This design comes from an exercise in tuning for small area, a short achievable clock period and few clock cycles on the open sky130 flow, not from production work. In this exercise RTL edits were held to simulation tests only and were not proved equivalent to the original. Power figures rest on the tool's default switching activity, not on a simulated workload.

== v6 ==
## CHIP
module CHIP (	clk,
                rst_n,
                mem_read_D,
                mem_write_D,
                mem_addr_D,
                mem_wdata_D,
                mem_rdata_D,
                mem_ready_D,
                mem_read_I,
                mem_write_I,
                mem_addr_I,
                mem_wdata_I,
                mem_rdata_I,
                mem_ready_I,
                DCACHE_addr,
                DCACHE_wdata,
                DCACHE_wen
            );
==> flow/config.mk <==
export PLATFORM = sky130hd
export DESIGN_NAME = CHIP
export DESIGN_NICKNAME = CHIP
export VERILOG_FILES = /design/flow/design.v
export SDC_FILE = /design/flow/constraint.sdc
export NUM_CORES = 4
export LEC_CHECK = 0
export CAP_MARGIN = 20
export CORE_MARGIN = 2
export CORE_UTILIZATION = 45
export PLACE_DENSITY = 0.6
export SLEW_MARGIN = 20
export SETUP_SLACK_MARGIN = 7.5
==> flow/constraint.sdc <==
create_clock -name core_clock -period 12.0 [get_ports {clk}]
set_input_delay 2.4000 -clock core_clock [delete_from_list [all_inputs] [get_ports {clk}]]
set_output_delay 2.4000 -clock core_clock [all_outputs]
set_load 0.01 [all_outputs]
standard.sh (not shown) runs the stock make flow with config.mk's settings and CLKGATE_MAP_FILE= SYNTH_SCRIPT=/design/flow/synth_recipe.tcl, a recipe that flattens the netlist after the stock synthesis.
==> flow/flow/run.sh <==
#!/bin/bash
set -euo pipefail
cd "$(dirname "$0")/.."
echo "export SETUP_SLACK_MARGIN = 7.5" >> config.mk
bash standard.sh > standard.log 2>&1
Testbench counts of v6, summed over its fixed seeds: cycles 155,788.
### v6 -> v7
--- a/flow/design.v
+++ b/flow/design.v
@@ -296,24 +296,24 @@
     wire          st_wbhit  = (est[1] & dh[eline]) | fill_now;
     wire          ld_fwd    = est[0] & mem_ready_D & dh[eline] & ~wvalid;
     assign freeze = (m_load & ~(taghit & wvalid) & ~ld_fwd & ~go_pend) |
                     (m_store & (taghit ? st_wbhit : (~alloc_ok | fill_now)));
     wire          st_hit    = m_store & taghit & ~st_wbhit;
     wire          st_alloc  = m_store & ~taghit & alloc_ok & ~fill_now;
     wire          ld_alloc  = m_load & ~taghit & alloc_ok & eng_idle;
     wire          ld_fill   = m_load & taghit & ~wvalid & eng_idle;
     assign        go_pend   = (ld_alloc | ld_fill) & ~pv;
-    reg  [31:0] dword;
+    reg  [127:0] dline;
     always @(*) begin
-        dword = 32'd0;
-        for (i = 0; i < ND; i = i + 1) dword = dword | ({32{dh[i]}} & ddat[i][m_word*32 +: 32]);
+        dline = 128'd0;
+        for (i = 0; i < ND; i = i + 1) dline = dline | ({128{dh[i]}} & ddat[i]);
     end
-    wire [31:0] ld_val = swap(ld_fwd ? mem_rdata_D[m_word*32 +: 32] : dword);
+    wire [31:0] ld_val = swap(ld_fwd ? mem_rdata_D[m_word*32 +: 32] : dline[m_word*32 +: 32]);
     wire [31:0] st_val = swap(m_sd);
     assign mem_read_D  = est[0];
     assign mem_write_D = est[1];
     reg  [27:0]  eaddr;
     reg  [127:0] ewdata;
     assign mem_addr_D  = eaddr;
     assign mem_wdata_D = ewdata;
     assign DCACHE_wen   = m_store;
     assign DCACHE_addr  = st_addr;
Results
- Looking at slowest library cell on the worst path, the sky130_fd_sc_hd__edfxtp_1 result is from v7; the sky130_fd_sc_hd__nor4_4 one comes from v6.
- Area share of fa/ha/maj cells after synthesis: v6 vs v7 — no meaningful difference
- Maximum level of the CTS H-tree essentially unchanged between v6 and v7.
- [compare] base=v6 new=v7: setup slack dropped 0.12 ns, cell count climbed 76.
- Going from v6 to v7, wire length per cell after detailed routing grew slightly.
- On portion of the layout cell area used by clock cells, v6 and v7 are neck and neck.
- Between v7 and v6, it is v7 whose achievable clock frequency is lower, by 5.1 MHz.
- [compare] base=v6 new=v7: count of clock-net buffers in the final layout fell by about 0.53%; global-route usage rose by 0.58 points; number of well taps fell by 24; placer's final routability congestion estimate rose by 0.017.
- The higher arrival time of data at the critical path endpoint came out of v7.
- [compare] base=v6 new=v7: non-clock buffer count rose by 12; combinational gate power fell 13%.
Testbench counts of v7, summed over its fixed seeds: cycles 155,788.

## separate check: timing with driven ports
The flow's constraints put no driver on any port. The routed layouts listed below were extracted and timed again, unchanged, in two steps. Step 1 (the two cells are an assumption about what drives the block):
set clk [get_ports {clk}]
set_driving_cell -lib_cell sky130_fd_sc_hd__clkbuf_16 $clk
set_driving_cell -lib_cell sky130_fd_sc_hd__buf_2 [delete_from_list [all_inputs] $clk]
Step 2, shift: input delay + t, output delay - t, t = (earliest + latest rising clock arrival at the registers) / 2. This alone moves slack from input paths to output paths. Three values: ideal ports, drivers, drivers and shift; two values: the first two.
run | t (ns) | slack for setup (ns) | slew at the worst register clock pin (ns) | cell pins on the clock port's net
v6 | 1.151 | 7.266 / 7.266 / 6.338 | 0.08 / 0.08 | 1
v7 | 1.164 | 7.149 / 7.149 / 6.321 | 0.07 / 0.07 | 1
After both steps every run listed still meets setup and hold. For v6, which loses most, drivers alone change the setup slack by 0.000 ns; drivers and shift together by -0.928 ns.
